This design comes from an exercise in tuning for small area, a short achievable clock period and few clock cycles on the open sky130 flow, not from production work. Function was checked by simulation only, so behaviour that the tests miss may differ from the original. Power is estimated from default activity; no workload was simulated.

wip/raven:
## rs_cudu_v2
module rs_cudu_v2(
	input clock, reset,
	input sqrt_start, input [19:0] data_in,
	output sqrt_done, output [9:0] data_out
);
reg [2:0] cnt;		 
reg [9:0] q;		 
reg [9:0] r;		 
reg [1:0] pr;		 
reg neg;		 
reg done;
assign sqrt_done = done;
assign data_out = q;
function [12:0] seed;
	input [5:0] d;
	case (d)
		6'd0: seed = {3'd0, 10'd1023};
		6'd1: seed = {3'd1, 10'd0};
		6'd2: seed = {3'd1, 10'd1};
		6'd3: seed = {3'd1, 10'd2};
		6'd4: seed = {3'd2, 10'd1019};
		6'd5: seed = {3'd2, 10'd1020};
		6'd6: seed = {3'd2, 10'd1021};
		6'd7: seed = {3'd2, 10'd1022};
		6'd8: seed = {3'd2, 10'd1023};
		6'd9: seed = {3'd3, 10'd0};
		6'd10: seed = {3'd3, 10'd1};
		6'd11: seed = {3'd3, 10'd2};
		6'd12: seed = {3'd3, 10'd3};
		6'd13: seed = {3'd3, 10'd4};
		6'd14: seed = {3'd3, 10'd5};
		6'd15: seed = {3'd3, 10'd6};
		6'd16: seed = {3'd4, 10'd1015};
		6'd17: seed = {3'd4, 10'd1016};
		6'd18: seed = {3'd4, 10'd1017};
		6'd19: seed = {3'd4, 10'd1018};
		6'd20: seed = {3'd4, 10'd1019};
		6'd21: seed = {3'd4, 10'd1020};
		6'd22: seed = {3'd4, 10'd1021};
		6'd23: seed = {3'd4, 10'd1022};
		6'd24: seed = {3'd4, 10'd1023};
		6'd25: seed = {3'd5, 10'd0};
		6'd26: seed = {3'd5, 10'd1};
		6'd27: seed = {3'd5, 10'd2};
		6'd28: seed = {3'd5, 10'd3};
		6'd29: seed = {3'd5, 10'd4};
		6'd30: seed = {3'd5, 10'd5};
		6'd31: seed = {3'd5, 10'd6};
		6'd32: seed = {3'd5, 10'd7};
		6'd33: seed = {3'd5, 10'd8};
		6'd34: seed = {3'd5, 10'd9};
		6'd35: seed = {3'd5, 10'd10};
		6'd36: seed = {3'd6, 10'd1011};
		6'd37: seed = {3'd6, 10'd1012};
		6'd38: seed = {3'd6, 10'd1013};
		6'd39: seed = {3'd6, 10'd1014};
		6'd40: seed = {3'd6, 10'd1015};
		6'd41: seed = {3'd6, 10'd1016};
		6'd42: seed = {3'd6, 10'd1017};
		6'd43: seed = {3'd6, 10'd1018};
		6'd44: seed = {3'd6, 10'd1019};
		6'd45: seed = {3'd6, 10'd1020};
		6'd46: seed = {3'd6, 10'd1021};
		6'd47: seed = {3'd6, 10'd1022};
		6'd48: seed = {3'd6, 10'd1023};
		6'd49: seed = {3'd7, 10'd0};
		6'd50: seed = {3'd7, 10'd1};
		6'd51: seed = {3'd7, 10'd2};
		6'd52: seed = {3'd7, 10'd3};
		6'd53: seed = {3'd7, 10'd4};
		6'd54: seed = {3'd7, 10'd5};
		6'd55: seed = {3'd7, 10'd6};
		6'd56: seed = {3'd7, 10'd7};
		6'd57: seed = {3'd7, 10'd8};
		6'd58: seed = {3'd7, 10'd9};
		6'd59: seed = {3'd7, 10'd10};
		6'd60: seed = {3'd7, 10'd11};
		6'd61: seed = {3'd7, 10'd12};
		6'd62: seed = {3'd7, 10'd13};
		6'd63: seed = {3'd7, 10'd14};
	endcase
endfunction
  ...
export LEC_CHECK = 0
export CAP_MARGIN = 20
export CORE_MARGIN = 2
export CORE_UTILIZATION = 40
export SETUP_SLACK_MARGIN = 2.8
export SLEW_MARGIN = 20
create_clock -name core_clock -period 5.0 [get_ports {clock}]
standard.sh (not shown) runs the stock make flow with config.mk's settings and CLKGATE_MAP_FILE= SYNTH_SCRIPT=/design/flow/synth_recipe.tcl, a recipe that flattens the netlist after the stock synthesis.
==> flow/flow/run.sh <==
#!/bin/bash
# The standard layout, with plain buf_1 cells as the port buffers and no
# half/full adder cells (added to the platform's don't-use list), so that
# ABC maps the adders from plain gates.
set -euo pipefail
export BUFFER_PORTS_ARGS="-buffer_cell sky130_fd_sc_hd__buf_1"
DU="sky130_fd_sc_hd__probe_p_8 sky130_fd_sc_hd__probec_p_8 sky130_fd_sc_hd__lpflow_bleeder_1 sky130_fd_sc_hd__lpflow_clkbufkapwr_1 sky130_fd_sc_hd__lpflow_clkbufkapwr_16 sky130_fd_sc_hd__lpflow_clkbufkapwr_2 sky130_fd_sc_hd__lpflow_clkbufkapwr_4 sky130_fd_sc_hd__lpflow_clkbufkapwr_8 sky130_fd_sc_hd__lpflow_clkinvkapwr_1 sky130_fd_sc_hd__lpflow_clkinvkapwr_16 sky130_fd_sc_hd__lpflow_clkinvkapwr_2 sky130_fd_sc_hd__lpflow_clkinvkapwr_4 sky130_fd_sc_hd__lpflow_clkinvkapwr_8 sky130_fd_sc_hd__lpflow_decapkapwr_12 sky130_fd_sc_hd__lpflow_decapkapwr_3 sky130_fd_sc_hd__lpflow_decapkapwr_4 sky130_fd_sc_hd__lpflow_decapkapwr_6 sky130_fd_sc_hd__lpflow_decapkapwr_8 sky130_fd_sc_hd__lpflow_inputiso0n_1 sky130_fd_sc_hd__lpflow_inputiso0p_1 sky130_fd_sc_hd__lpflow_inputiso1n_1 sky130_fd_sc_hd__lpflow_inputiso1p_1 sky130_fd_sc_hd__lpflow_inputisolatch_1 sky130_fd_sc_hd__lpflow_isobufsrc_1 sky130_fd_sc_hd__lpflow_isobufsrc_16 sky130_fd_sc_hd__lpflow_isobufsrc_2 sky130_fd_sc_hd__lpflow_isobufsrc_4 sky130_fd_sc_hd__lpflow_isobufsrc_8 sky130_fd_sc_hd__lpflow_isobufsrckapwr_16 sky130_fd_sc_hd__lpflow_lsbuf_lh_hl_isowell_tap_1 sky130_fd_sc_hd__lpflow_lsbuf_lh_hl_isowell_tap_2 sky130_fd_sc_hd__lpflow_lsbuf_lh_hl_isowell_tap_4 sky130_fd_sc_hd__lpflow_lsbuf_lh_isowell_4 sky130_fd_sc_hd__lpflow_lsbuf_lh_isowell_tap_1 sky130_fd_sc_hd__lpflow_lsbuf_lh_isowell_tap_2 sky130_fd_sc_hd__lpflow_lsbuf_lh_isowell_tap_4 sky130_fd_sc_hd__ha_1 sky130_fd_sc_hd__ha_2 sky130_fd_sc_hd__ha_4 sky130_fd_sc_hd__fa_1 sky130_fd_sc_hd__fa_2 sky130_fd_sc_hd__fa_4"
bash standard.sh "DONT_USE_CELLS=$DU" finish > make_finish.log 2>&1
Testbench counts of wip/raven, summed over its fixed seeds: cycles 32,008.
The inputs of wip/cedar differ from those of wip/raven as listed below.
- ABC_AREA newly set to 1
==> flow/flow/run.sh <==
#!/bin/bash
# The standard layout, with plain buf_1 cells as the port buffers.
set -euo pipefail
export BUFFER_PORTS_ARGS="-buffer_cell sky130_fd_sc_hd__buf_1"
bash standard.sh > make_finish.log 2>&1
### Flow results
- Compared with wip/raven, count of fill cells added during filler insertion in wip/cedar increased by a few percent.
- Going from wip/raven to wip/cedar, first-iteration DRC count grew by a little under 10%.
- Compared wip/cedar vs wip/raven, and total of plain and repair buffers excluding clock buffers is down in wip/cedar.
- | number of buffers created by CTS | wip/cedar vs wip/raven | ≈ equal |
Modified inputs, wip/onyx compared to wip/cedar
- SETUP_SLACK_MARGIN: 2.8 -> 2.9
- ABC_AREA: 1 -> unset
==> results.txt <==
- In wip/onyx the clock buffer instance count of the final layout turned out 1 lower than in wip/cedar.
- Setup slack of the worst register-to-register path ends up higher on wip/cedar.
- Higher clock network contribution to total cell area goes to wip/onyx over wip/cedar.
- Going from wip/cedar to wip/onyx, the non-clock buffering overhead in the final layout was found to have gone up by 1.6 points.
- Looking at routed length on met3 across wip/cedar and wip/onyx, the one that comes out higher is wip/onyx.
The inputs of wip/maple differ from those of wip/onyx as listed below.
- swapping 2.9 for 2.8 in SETUP_SLACK_MARGIN
==> comparison <==
[compare] base=wip/onyx new=wip/maple: routed via count went down; total power went down; final area went down.
Critical path depth: wip/maple < wip/onyx
Against wip/onyx as the reference, wip/maple delivers a lower wire length.
Total power per unit cell area in wip/maple vs wip/onyx: down 3.3%
The inputs of wip/willow differ from those of wip/maple as listed below.
- swapping 2.8 for 3.0 in SETUP_SLACK_MARGIN
Notes after the runs:
For wip/willow and wip/maple, there was not a single run that failed to finish clean. ~same clock skew in wip/willow and wip/maple. Compare wip/willow and wip/maple | sum of routed wire length over all layers lower: wip/maple. Comparing wip/willow with wip/maple, the clock power came out essentially unchanged.
Relative to wip/willow, the following input files were edited for wip/delta:
- setting ABC_CLOCK_PERIOD_IN_PS to 2000 for the first time
- changing SETUP_SLACK_MARGIN from 3.0 to 2.8
==> comparison <==
Lower sequential share of layout area was reported by wip/willow, not wip/delta.
Taking wip/willow as the reference, in wip/delta sequential power held, wire length of the first global-routing pass went down about 8%.
Relative to wip/willow, shortest period the worst path allows increased by 77 ps in wip/delta.
When wip/delta is set beside wip/willow, its worst slew margin relative to its limit turns out to be 11 points smaller.
Changes observed in wip/delta relative to wip/willow: final total power down 8.3%, non-clock buffer count fell by 21%, sum of routed wire length over all layers now smaller.
The run showing the greater number of instances resized during post-cts repair is wip/willow.
Comparing wip/delta with wip/willow, the later-pin clock latency in the skew report came out essentially unchanged.

separate check: timing with driven ports:
How much do the figures lean on ideal ports? The routed layouts below were timed once more, with nothing changed but the port constraints. Step 1 sets driving cells, clkbuf_16 on the clock port and buf_2 on the other inputs (assumed; they add their load-dependent delay and slew). Step 2 adds t to the input delays and takes it off the output delays; t is the mean of the earliest and latest rising clock arrival at the registers after step 1. Input paths then give back, and output paths get back, about the clock's delay inside the block. a / b / c = no drivers / after step 1 / after step 2; a / b = the first two.
run | shift t [ns] | setup slack, ns | worst hold slack (ns) | worst setup path at the end | clock arrival spread, ns
wip/raven | 0.295 | 2.733 / 2.733 / 2.733 | 0.457 / 0.457 / 0.457 | input to register | 0.010 / 0.010
wip/cedar | 0.287 | 3.021 / 3.021 / 2.843 | 0.442 / 0.442 / 0.442 | input to register | 0.007 / 0.007
wip/onyx | 0.297 | 2.915 / 2.915 / 2.693 | 0.444 / 0.444 / 0.444 | input to register | 0.013 / 0.013
wip/maple | 0.299 | 2.913 / 2.914 / 2.615 | 0.430 / 0.430 / 0.430 | input to register | 0.004 / 0.004
wip/willow | 0.300 | 2.990 / 2.990 / 2.721 | 0.429 / 0.429 / 0.429 | input to register | 0.006 / 0.006
wip/delta | 0.299 | 2.913 / 2.914 / 2.615 | 0.430 / 0.430 / 0.430 | input to register | 0.004 / 0.004
After both steps every run listed still meets setup and hold.
